Source: an optimization exercise on an open RTL-to-GDS flow (aim: small area). Production flows keep margins and buffers that such runs may drop.
Only simulation tests tie the RTL to the original design; equivalence was not proved.
No driver is modelled on the clock port, so clocking that relies on it looks cheaper here than on a real chip.
Power is estimated from default activity; no workload was simulated.

Setup of PW:
==> flow/design.v <==
module spi_master #(
  parameter SLAVES  = 4,    
  parameter D_WIDTH = 16    
) (
  input  wire               clock,     
  input  wire               reset_n,   
  input  wire               enable,    
  input  wire               cpol,      
  input  wire               cpha,      
  input  wire               cont,      
  input  wire [7:0]         clk_div,   
  input  wire [7:0]         addr,      
  input  wire [D_WIDTH-1:0] tx_data,   
  input  wire               miso,      
  output reg                sclk,      
  output wire [SLAVES-1:0]  ss_n,      
  output reg                mosi,      
  output wire               mosi_oe,   
  output reg                busy,      
  output reg  [D_WIDTH-1:0] rx_data    
);
  reg                state;         
  reg                sel;           
  reg         [1:0]  slave;         
  reg         [7:0]  ratio;         
  reg         [7:0]  count;         
  reg         [5:0]  k;             
  reg                ph;            
  reg                continue_f;    
  reg  [D_WIDTH-1:0] rx_buffer;     
  reg  [D_WIDTH-1:0] tx_buffer;     
  reg                tx_done;       
  assign ss_n = sel ? ~(4'b0001 << slave) : 4'b1111;
  assign mosi_oe = sel & ~(ph & (k == 6'd1) & ~continue_f & ~tx_done);
  wire toggle = ~sel | ~|count[7:1];
  wire ad     = ~(ph ^ k[0]);                  
  wire is33   = k[5] & k[0];
  wire tx     = ad & ~k[5];
  wire rx     = ~ad;
  wire reload = cont & ~ad & (ph ? k[5] : &k[4:1]);
  wire fin    = is33 & ~cont;
  always @(posedge clock or negedge reset_n) begin
    if (!reset_n) begin
      busy    <= 1'b1;
      rx_data <= {D_WIDTH{1'b0}};
      state   <= 1'b0;
      sel     <= 1'b0;
    end else if (!state) begin
      busy    <= enable;
      state   <= enable;
      sel     <= 1'b0;
    end else begin
      sel <= 1'b1;
      busy <= 1'b1;
      if (toggle) begin
        if (continue_f)
          busy <= 1'b0;
        if (continue_f | fin)
          rx_data <= rx_buffer;
        if (fin) begin
          busy    <= 1'b0;
              state   <= 1'b0;
          sel     <= 1'b0;
        end
      end
    end
  end
  always @(posedge clock) begin
    count <= toggle ? ratio : count - 8'd1;
    if (!state) begin
      slave      <= (addr[7:2] == 6'd0) ? addr[1:0] : 2'd0;
      ratio      <= clk_div;
      ph         <= cpha;
      tx_buffer  <= tx_data;
      tx_done    <= 1'b0;
      k          <= 6'd0;
      continue_f <= 1'b0;
      if (enable & reset_n)
        sclk <= cpol;
    end else if (toggle) begin
      continue_f <= reload;
      if (reload)
        k <= {5'd0, ph};
      else if (is33)
        k <= 6'd0;
      else
        k <= k + 6'd1;
      if (sel & ~is33)
        sclk <= ~sclk;
      if (rx)
        rx_buffer <= {rx_buffer[D_WIDTH-2:0], miso};
      if (tx)
        mosi <= tx_buffer[~k[4:1]] & ~tx_done;
      if (k[5])
        tx_done <= 1'b1;
      if (reload) begin
        tx_buffer <= tx_data;
        tx_done   <= 1'b0;
      end
    end
  end
endmodule
clock: 10.0 ns
lec_check: 0
cap_margin: 20
core_margin: 2
core_utilization: 60
slew_margin: 20
standard.sh (not shown) runs the stock make flow with config.mk's settings and CLKGATE_MAP_FILE= SYNTH_SCRIPT=/design/flow/synth_recipe.tcl, a recipe that flattens the netlist after the stock synthesis.
==> flow/flow/run.sh <==
#!/bin/bash
# Standard ORFS layout with three changes: ABC maps the logic with several
# area-oriented scripts and keeps the smallest result (flow/synth_area.tcl),
# port buffers are buf_1 cells, and the clock tree is built from clkbuf_4
# cells without dummy loads. The resizer may only add small buffers
# (flow/dont_use.tcl, run before each step that can buffer), and after CTS
# a leaf clock buffer whose flip-flops would see a clock slew over 110 ps is
# upsized (flow/clock_fix.tcl). Each ORFS step logs to orfs/logs/.
set -euo pipefail
here=$(pwd)
export AREA_ABC_SCRIPTS="$(ls $here/flow/abc*.abc | tr '\n' ' ')"
export FLOW_SYNTH_TCL=$here/synth_recipe.tcl
export BUFFER_PORTS_ARGS="-buffer_cell sky130_fd_sc_hd__buf_1"
for step in GLOBAL_PLACE RESIZE CTS REPAIR_TIMING_POST_PLACE GLOBAL_ROUTE DETAIL_PLACE; do
  export PRE_${step}_TCL=$here/flow/dont_use.tcl
done
export POST_CTS_TCL=$here/flow/clock_fix.tcl
export CLOCK_SLEW_TARGET_PS=110
export CTS_ARGS="-sink_clustering_enable -repair_clock_nets -dont_use_dummy_load -buf_list sky130_fd_sc_hd__clkbuf_4"
sed "s#SYNTH_SCRIPT=[^ ]*#SYNTH_SCRIPT=$here/flow/synth_area.tcl#" standard.sh > standard_area.sh
grep -q "SYNTH_SCRIPT=$here/flow/synth_area.tcl" standard_area.sh
bash standard_area.sh > standard.log 2>&1
Other scripts of this flow, unchanged in this note and not shown: flow/flow/abc1.abc, flow/flow/abc2.abc, flow/flow/abc3.abc, flow/flow/abc4.abc, flow/flow/abc5.abc, flow/flow/abc6.abc, flow/flow/clock_fix.tcl, flow/flow/dont_use.tcl, flow/flow/synth_area.tcl
Per the final summary, PW finished and its layout is clean on timing, DRC and antenna.
> inputs changed (PW -> TR)
-- flow/design.v --
<<< PW, line 37
  wire is33   = k[5] & k[0];
  wire tx     = ad & ~k[5];
  wire rx     = ~ad;
  wire reload = cont & ~ad & (ph ? k[5] : &k[4:1]);
  wire fin    = is33 & ~cont;
>>> TR, line 37
  wire is33   = k[5] & k[0];
  wire tx     = ad & ~k[5];
  wire rx     = ~ad & sel & ~is33;
  wire reload = cont & ~ad & (ph ? k[5] : &k[4:1]);
  wire fin    = is33 & ~cont;
<<< PW, line 92
      if (tx)
        mosi <= tx_buffer[~k[4:1]] & ~tx_done;
      if (k[5])
        tx_done <= 1'b1;
      if (reload) begin
>>> TR, line 92
      if (tx)
        mosi <= tx_buffer[~k[4:1]] & ~tx_done;
      if (is33)
        tx_done <= 1'b1;
      if (reload) begin
Notes after the runs:
Looking at maximum fanout count along the critical path, TR sits above PW. Placer's final routability congestion estimate went up slightly going from PW to TR. Diff PW -> TR: share of the synthesized area in compound gates (AO/OA/AOI/OAI) saw a decrease; post-place instance area now larger; netlist area before placement has increased; sequential element share of the synthesized area lower; global-route wire length before repair rose by 180 um. Diff PW -> TR | non-filler instance count after layout | decrease of 3. Comparing logic gate share of total power for PW and TR, the smaller number came from TR. Design area: PW vs TR — no meaningful difference. TR: full flow OK, the timing, design-rule and antenna checks passed. Setup slack: TR less than PW.

spi_master, a different RTL version from the one above (not shown whole).
For scale: ~200 cells after synthesis, roughly 81 flip-flops, about 63 I/O pins.
==> module spi_master, before the edit <==
module spi_master #(
  parameter SLAVES  = 4,    
  parameter D_WIDTH = 16    
) (
  input  wire               clock,     
  input  wire               reset_n,   
  input  wire               enable,    
  input  wire               cpol,      
  input  wire               cpha,      
  input  wire               cont,      
  input  wire [7:0]         clk_div,   
  input  wire [7:0]         addr,      
  input  wire [D_WIDTH-1:0] tx_data,   
  input  wire               miso,      
  output reg                sclk,      
  output wire [SLAVES-1:0]  ss_n,      
  output reg                mosi,      
  output reg                mosi_oe,   
  output reg                busy,      
  output reg  [D_WIDTH-1:0] rx_data    
);
  reg                state;         
  reg                sel;           
  reg         [1:0]  slave;         
  reg         [7:0]  ratio;         
  reg         [7:0]  count;         
  reg         [5:0]  k;             
  reg                ph;            
  reg                continue_f;    
  reg  [D_WIDTH-1:0] rx_buffer;     
  reg  [D_WIDTH-1:0] tx_buffer;     
  reg                tx_done;       
  assign ss_n = sel ? ~(4'b0001 << slave) : 4'b1111;
  wire toggle = ~sel | ~|count[7:1];
  wire ad     = ~(ph ^ k[0]);                  
  wire is33   = k[5] & k[0];
  wire tx     = ad & ~k[5];
  wire rx     = ~ad & sel & ~is33;
  wire reload = cont & ~ad & (ph ? k[5] : &k[4:1]);
  wire fin    = is33 & ~cont;
  always @(posedge clock or negedge reset_n) begin
    if (!reset_n) begin
      busy    <= 1'b1;
      mosi_oe <= 1'b0;
      rx_data <= {D_WIDTH{1'b0}};
      state   <= 1'b0;
      sel     <= 1'b0;
    end else if (!state) begin
      busy    <= enable;
      mosi_oe <= 1'b0;
      state   <= enable;
      sel     <= 1'b0;
    end else begin
      sel <= 1'b1;
      busy <= 1'b1;
      if (toggle) begin
        if (tx)
          mosi_oe <= 1'b1;
        if (continue_f)
          busy <= 1'b0;
        if (continue_f | fin)
          rx_data <= rx_buffer;
        if (fin) begin
          busy    <= 1'b0;
          mosi_oe <= 1'b0;
          state   <= 1'b0;
          sel     <= 1'b0;
        end
      end
    end
  end
  always @(posedge clock) begin
    count <= toggle ? ratio : count - 8'd1;
    if (!state) begin
      slave      <= (addr[7:2] == 6'd0) ? addr[1:0] : 2'd0;
      ratio      <= clk_div;
      ph         <= cpha;
      tx_buffer  <= tx_data;
      tx_done    <= 1'b0;
      k          <= 6'd0;
      continue_f <= 1'b0;
      if (enable & reset_n)
        sclk <= cpol;
    end else if (toggle) begin
      continue_f <= reload;
      if (reload)
        k <= {5'd0, ph};
      else if (is33)
        k <= 6'd0;
      else
        k <= k + 6'd1;
      if (sel & ~is33)
        sclk <= ~sclk;
      if (rx)
        rx_buffer <= {rx_buffer[D_WIDTH-2:0], miso};
      if (tx)
        mosi <= tx_buffer[~k[4:1]] & ~tx_done;
      if (is33)
        tx_done <= 1'b1;
      if (reload) begin
        tx_buffer <= tx_data;
        tx_done   <= 1'b0;
      end
    end
  end
endmodule
Settings: LEC_CHECK=0, CAP_MARGIN=20, CORE_MARGIN=2, CORE_UTILIZATION=60, SLEW_MARGIN=20; clock period 10.0 ns.
==> flow/flow/run.sh <==
#!/bin/bash
# Standard ORFS layout with three changes: ABC maps the logic with an
# area-oriented script (flow/synth_area.tcl), port buffers are buf_1 cells,
# and the clock tree is built from clkbuf_4 cells without dummy loads.
set -euo pipefail
here=$(pwd)
export AREA_ABC_SCRIPT=$here/flow/area.abc
export FLOW_SYNTH_TCL=$here/synth_recipe.tcl
export BUFFER_PORTS_ARGS="-buffer_cell sky130_fd_sc_hd__buf_1"
export CTS_ARGS="-sink_clustering_enable -repair_clock_nets -dont_use_dummy_load -buf_list sky130_fd_sc_hd__clkbuf_4"
sed "s#SYNTH_SCRIPT=[^ ]*#SYNTH_SCRIPT=$here/flow/synth_area.tcl#" standard.sh > standard_area.sh
grep -q "SYNTH_SCRIPT=$here/flow/synth_area.tcl" standard_area.sh
bash standard_area.sh > standard.log 2>&1
==> flow/flow/area.abc <==
strash
&get -n
&st
&dch
&nf -R 1000
&put
strash
&get -n
&st
&dch
&nf -R 1000
&put
==> flow/flow/synth_area.tcl <==
# The standard synthesis (synth_recipe.tcl), with ABC run on an area-oriented
# script instead of ORFS's speed script. Only the combinational mapping changes.
proc abc {args} {
  set i [lsearch -exact $args -script]
  if { $i >= 0 } {
    set args [lreplace $args [expr { $i + 1 }] [expr { $i + 1 }] $::env(AREA_ABC_SCRIPT)]
  }
  puts "abc (area script): $args"
  yosys abc {*}$args
}
source $::env(FLOW_SYNTH_TCL)
Then changed:
--- a/flow/design.v
+++ b/flow/design.v
@@ -12,13 +12,13 @@
   input  wire [7:0]         addr,      
   input  wire [D_WIDTH-1:0] tx_data,   
   input  wire               miso,      
   output reg                sclk,      
   output wire [SLAVES-1:0]  ss_n,      
   output reg                mosi,      
-  output reg                mosi_oe,   
+  output wire               mosi_oe,   
   output reg                busy,      
   output reg  [D_WIDTH-1:0] rx_data    
 );
   reg                state;         
   reg                sel;           
   reg         [1:0]  slave;         
@@ -28,45 +28,41 @@
   reg                ph;            
   reg                continue_f;    
   reg  [D_WIDTH-1:0] rx_buffer;     
   reg  [D_WIDTH-1:0] tx_buffer;     
   reg                tx_done;       
   assign ss_n = sel ? ~(4'b0001 << slave) : 4'b1111;
+  assign mosi_oe = sel & ~(ph & (k == 6'd1) & ~continue_f & ~tx_done);
   wire toggle = ~sel | ~|count[7:1];
   wire ad     = ~(ph ^ k[0]);                  
   wire is33   = k[5] & k[0];
   wire tx     = ad & ~k[5];
   wire rx     = ~ad & sel & ~is33;
   wire reload = cont & ~ad & (ph ? k[5] : &k[4:1]);
   wire fin    = is33 & ~cont;
   always @(posedge clock or negedge reset_n) begin
     if (!reset_n) begin
       busy    <= 1'b1;
-      mosi_oe <= 1'b0;
       rx_data <= {D_WIDTH{1'b0}};
       state   <= 1'b0;
       sel     <= 1'b0;
     end else if (!state) begin
       busy    <= enable;
-      mosi_oe <= 1'b0;
       state   <= enable;
       sel     <= 1'b0;
     end else begin
       sel <= 1'b1;
       busy <= 1'b1;
       if (toggle) begin
-        if (tx)
-          mosi_oe <= 1'b1;
         if (continue_f)
           busy <= 1'b0;
         if (continue_f | fin)
           rx_data <= rx_buffer;
         if (fin) begin
           busy    <= 1'b0;
-          mosi_oe <= 1'b0;
-          state   <= 1'b0;
+              state   <= 1'b0;
           sel     <= 1'b0;
         end
       end
     end
   end
   always @(posedge clock) begin
Setup slack loses 0.54 ns; cell count hardly moves; area after synthesis shrinks slightly; power goes down by a little under a tenth; critical path depth grows by 3; clock-buffer cell count does not change; wire length decreases slightly; cell area shrinks slightly; die area drops slightly; sequential cell count went down by 1; global-route usage shrinks by 0.25 points; clock skew barely changes.

## port drivers added, routing unchanged
The flow's constraints put no driver on any port. The routed layouts listed below were extracted and timed again, unchanged, in two steps. Step 1: set_driving_cell puts a clkbuf_16 on clock and a buf_2 on each other input, an assumption about the parent block. Step 2 also shifts input and output timing later by t, the mid clock arrival at the registers, as if the neighbouring blocks saw the same clock. a / b / c = ideal ports / drivers / drivers and shift; a / b = the first two.
run	shift t [ns]	setup slack, ns	worst hold slack (ns)	pins driven straight from the clock port
PW	0.421	6.323 / 6.298 / 6.323	0.432 / 0.432 / 0.432	1
TR	0.421	6.111 / 6.088 / 6.366	0.432 / 0.432 / 0.432	1
the first run of note 2	0.414	6.872 / 6.844 / 6.886	0.452 / 0.452 / 0.452	1
the second run of note 2	0.404	6.332 / 6.306 / 6.711	0.454 / 0.454 / 0.454	1
After both steps every run listed still meets setup and hold.
